Source: an optimization exercise on an open RTL-to-GDS flow (aim: small area, a short achievable clock period and few clock cycles). Production flows keep margins and buffers that such runs may drop. At most, simulation tests tie the RTL to the original design; equivalence was not proved. Power figures rest on the tool's default switching activity, not on a simulated workload.

## old
// nlp16af
module nlp16af(
    input   logic           i_clk,
    input   logic           i_rst_n,
    output  logic           o_wr,
    output  logic           o_rd,
    input   logic   [15:0]  i_bus,
    output  logic   [15:0]  o_bus,
    output  logic   [15:0]  o_address
);
    logic           rst;
    assign rst = ~i_rst_n;
    logic   [3:0]   state, nstate;
    logic           xq, nxq;             
    logic           nxt, nnxt;           
    logic           mv;                  
    logic           ejd;                 
    logic           cmx, ncmx;           
    logic   [3:0]   nfa, nfb;            
    logic   [14:0]  sel_a, sel_b;        
    logic   [14:0]  nsel_a, nsel_b;
    logic           rd_q, nrd;           
    logic           wr_q, nwr;           
    logic           wrc_q, nwrc;         
    logic   [2:0]   asel, nasel;         
    logic           s_f1, s_f2, s_f3, s_r0, s_xs, s_mls, s_mpp, s_cm, s_wr0;
    assign s_f1  = state == ST_F1;
    assign s_f2  = state == ST_F2;
    assign s_f3  = state == ST_F3;
    assign s_r0  = state == ST_R0;
    assign s_xs  = state == ST_XS;
    assign s_mls = state == ST_MLS;
    assign s_mpp = state == ST_MPP;
    assign s_cm  = state == ST_CM;
    assign s_wr0 = state == ST_WR0;
    logic   [15:0]  ir1;                 
    logic   [7:0]   ir2f;                
    logic   [7:0]   ir2;                 
    logic   [15:0]  ir3, iv, r_a, r_b, r_c, r_d, r_e, r_f, adr, ip, sp;
    logic           fc, fs, fz;          
    logic   [15:0]  mdr;                 
    logic   [3:0]   e_ra1;               
    logic           e_ld;                
    function automatic logic cond_ok(input logic [3:0] cf, input logic c, input logic s, input logic z);
        logic t;
        begin
            case (cf[3:1])
                3'd4:    t = c;
                3'd6:    t = z;
                3'd7:    t = s;
                default: t = 1'b0;
            endcase
            cond_ok = t ^ cf[0];
        end
    endfunction
    logic   [3:0]   opc, ra1;
    logic           is_ld, is_st, is_ldst, is_call, is_pop, is_push, is_alu, ra1_mem, ra1_ip, cnd;
  ...
Size in the first run: roughly 1500 cells after synthesis, roughly 52 I/O pins, about 16000 um2 of cells after synthesis.
Settings: LEC_CHECK=0, CAP_MARGIN=60, CORE_MARGIN=2, CORE_UTILIZATION=40, SLEW_MARGIN=60, SYNTH_HIERARCHICAL=1; clock period 12.0 ns.
standard.sh (not shown) runs the stock make flow with config.mk's settings and CLKGATE_MAP_FILE= SYNTH_SCRIPT=/design/flow/synth_recipe.tcl, a recipe that flattens the netlist after the stock synthesis.
==> flow/flow/run.sh <==
#!/bin/bash
# Layout flow: the standard flow, with a faster buffer on each port.
set -o pipefail
export BUFFER_PORTS_ARGS="-buffer_cell sky130_fd_sc_hd__buf_4"
bash standard.sh > standard.log 2>&1
Input-level comparison between new and old:
--- a/flow/design.v
+++ b/flow/design.v
@@ -62,21 +62,21 @@
     logic [15:0] bx, lu, g, sh, nsum, k;
     logic [16:0] c;
     always_comb begin
         for (int i = 0; i < 16; i++) begin
             bx[i] = i_b[i] ? i_bpos : i_bneg;
             lu[i] = i_t[{i_a[i], i_b[i]}];
         end
     end
     assign g = i_a & bx;
     assign k = i_a | bx;
-    carry16 cy (.i_g(g), .i_p(lu), .i_cin(i_cin), .o_c(c));
+    carry16 cy (.i_g(g), .i_p(k), .i_cin(i_cin), .o_c(c));
     assign sh   = ({16{i_left}}  & {i_a[14:0], i_rol & i_a[15]})
                 | ({16{i_right}} & {(i_msb & i_a[15]) | (i_ror & i_a[0]), i_a[15:1]});
     assign nsum = lu | sh;
     assign o_res = (nsum & {16{~i_zero}}) ^ ({16{i_arith & ~i_zero}} & c[15:0]);
     logic zero16, z_arith;
     assign zero16  = (lu[0] == i_cin) && (lu[15:1] == k[14:0]);
     assign z_arith = ~zero16 | (k[15] ^ i_subdec);
     assign o_z = i_arith ? z_arith : (i_logic | (|nsum));
     assign o_c = i_logic | (i_arith & (c[16] ^ i_subdec));
     assign o_s = ~o_res[15];
@@ -84,50 +84,20 @@
 module regsel (
     input   logic   [3:0]   i_f,
     input   logic           i_mem_ok,
     output  logic   [14:0]  o_sel
 );
     always_comb begin
         for (int i = 0; i < 15; i++) o_sel[i] = (i_f == i[3:0]);
         o_sel[11] = o_sel[11] & i_mem_ok;
     end
 endmodule
-module rport (
-    input   logic   [14:0]  i_sel,
-    input   logic   [15:0]  i_ir1,
-    input   logic   [7:0]   i_ir2,
-    input   logic   [15:0]  i_iv,
-    input   logic   [15:0]  i_ir3,
-    input   logic   [3:0]   i_flag,
-    input   logic   [15:0]  i_a, i_b, i_c, i_d, i_e, i_f,
-    input   logic   [15:0]  i_mem,
-    input   logic   [15:0]  i_adr,
-    input   logic   [15:0]  i_ip,
-    input   logic   [15:0]  i_sp,
-    output  logic   [15:0]  o_data
-);
-    assign o_data = ({16{i_sel[0]}}  & i_ir1)
-                  | ({16{i_sel[1]}}  & {8'h00, i_ir2})
-                  | ({16{i_sel[2]}}  & i_iv)
-                  | ({16{i_sel[3]}}  & i_ir3)
-                  | ({16{i_sel[4]}}  & {12'h000, i_flag})
-                  | ({16{i_sel[5]}}  & i_a)
-                  | ({16{i_sel[6]}}  & i_b)
-                  | ({16{i_sel[7]}}  & i_c)
-                  | ({16{i_sel[8]}}  & i_d)
-                  | ({16{i_sel[9]}}  & i_e)
-                  | ({16{i_sel[10]}} & i_f)
-                  | ({16{i_sel[11]}} & i_mem)
-                  | ({16{i_sel[12]}} & i_adr)
-                  | ({16{i_sel[13]}} & i_ip)
-                  | ({16{i_sel[14]}} & i_sp);
-endmodule
 module inc16 (
     input   logic   [15:0]  i_a,
     output  logic   [15:0]  o_s
 );
     logic [16:0] c;
     assign c[0] = 1'b1;
     always_comb begin
         for (int i = 0; i < 16; i++) c[i+1] = c[i] & i_a[i];
     end
     assign o_s = i_a ^ c[15:0];
@@ -414,23 +384,25 @@
     end
     logic   [15:0]  a, b;
     regsel rsa (.i_f(nfa), .i_mem_ok(s_r0), .o_sel(nsel_a));
     regsel rsb (.i_f(nfb), .i_mem_ok(s_r0), .o_sel(nsel_b));
     logic   [15:0]  pa0, pa1, pa2, pa3, a_bus;
     rport_p rpa (.i_sel(sel_a), .i_ir1(ir1), .i_ir2(ir2), .i_iv(iv), .i_ir3(ir3), .i_flag({fc, fs, 1'b0, fz}),
                 .i_a(r_a), .i_b(r_b), .i_c(r_c), .i_d(r_d), .i_e(r_e), .i_f(r_f),
                 .i_mem(mdr), .i_adr(adr), .i_ip(ip), .i_sp(sp), .o_n0(pa0), .o_n1(pa1), .o_n2(pa2), .o_n3(pa3));
     rport_f rfa (.i_n0(pa0), .i_n1(pa1), .i_n2(pa2), .i_n3(pa3), .o_data(a));
     rport_f rfo (.i_n0(pa0), .i_n1(pa1), .i_n2(pa2), .i_n3(pa3), .o_data(a_bus));
-    rport  rpb (.i_sel(sel_b), .i_ir1(ir1), .i_ir2(ir2), .i_iv(iv), .i_ir3(ir3), .i_flag({fc, fs, 1'b0, fz}),
+    logic   [15:0]  pb0, pb1, pb2, pb3;
+    rport_p rpb (.i_sel(sel_b), .i_ir1(ir1), .i_ir2(ir2), .i_iv(iv), .i_ir3(ir3), .i_flag({fc, fs, 1'b0, fz}),
                 .i_a(r_a), .i_b(r_b), .i_c(r_c), .i_d(r_d), .i_e(r_e), .i_f(r_f),
-                .i_mem(mdr), .i_adr(adr), .i_ip(ip), .i_sp(sp), .o_data(b));
+                .i_mem(mdr), .i_adr(adr), .i_ip(ip), .i_sp(sp), .o_n0(pb0), .o_n1(pb1), .o_n2(pb2), .o_n3(pb3));
+    rport_f rfb (.i_n0(pb0), .i_n1(pb1), .i_n2(pb2), .i_n3(pb3), .o_data(b));
     logic   [3:0]   t, nt;
     logic           bpos, bneg, cin, arith, subdec, lgc, left, right, rol, sar, ror;
     logic           nbpos, nbneg, ncin, narith, nsubdec, nlgc, nleft, nright, nrol, nsar, nror;
     always_comb begin
         nt = 4'b0000; nbpos = 0; nbneg = 0; ncin = 0; narith = 0; nsubdec = 0; nlgc = 0;
         nleft = 0; nright = 0; nrol = 0; nsar = 0; nror = 0;
         if (nxq) begin
             case (aluop)
                 6'h0A: begin nt = 4'b0110; nbpos = 1; narith = 1; end                                
                 6'h09: begin nt = 4'b1001; nbneg = 1; ncin = 1; narith = 1; nsubdec = 1; end         
==> comparison <==
Comparing old against new, there is no change at all in final count of pins violating max slew.
In the reports for new and old, the smaller utilization belongs to old.
Via count ended up 188 lower on new than on old.
~same sequential share of layout area in new and old
As far as effective utilization at floorplan is concerned, new and old perform about the same.
new reached the end of the flow, and the finished layout is clean on the timing, DRC and antenna checks.
new vs old on slew at the pin with the worst max-slew slack: new is the lower one.
Count of multi-input combinational gates: new vs old down 1.7%
new ends up with a worst setup slack after layout that is 0.060 ns higher than in old.
Maximum achievable frequency delta (new − old): favourable
In the flow results for new and old, the final clock period utilization by the worst path is smaller on new.
[new vs old] total design power: higher in new
On final design instance area without fill, new and old are neck and neck.
Testbench counts of new, summed over its fixed seeds: cycles 83,608.
For old, only the layout was checked, not whether the RTL still works.

==> static timing again, ports no longer ideal <==
No port has a modelled driver above. Below, the same layouts with a new extraction and two added sets of constraints.
Step 1 sets driving cells, clkbuf_16 on the clock port and buf_2 on the other inputs (assumed; they add their load-dependent delay and slew).
Step 2 moves the port delays by t, midway between the first and last clock arrival at a register: inputs arrive t later, outputs are due t later. That takes back most of the time a late clock gives input paths.
Slacks: no drivers / after step 1 / after step 2; pairs: no drivers / after step 1.
run | t, ns | setup slack, ns | slew at the worst register clock pin (ns)
old | 0.627 | 7.163 / 7.109 / 6.989 | 0.07 / 0.07
new | 0.593 | 7.222 / 7.166 / 7.515 | 0.07 / 0.07
After both steps every run listed still meets setup and hold. The setup slack of old, which loses most, moves by -0.054 ns with the drivers and by -0.174 ns with both steps.
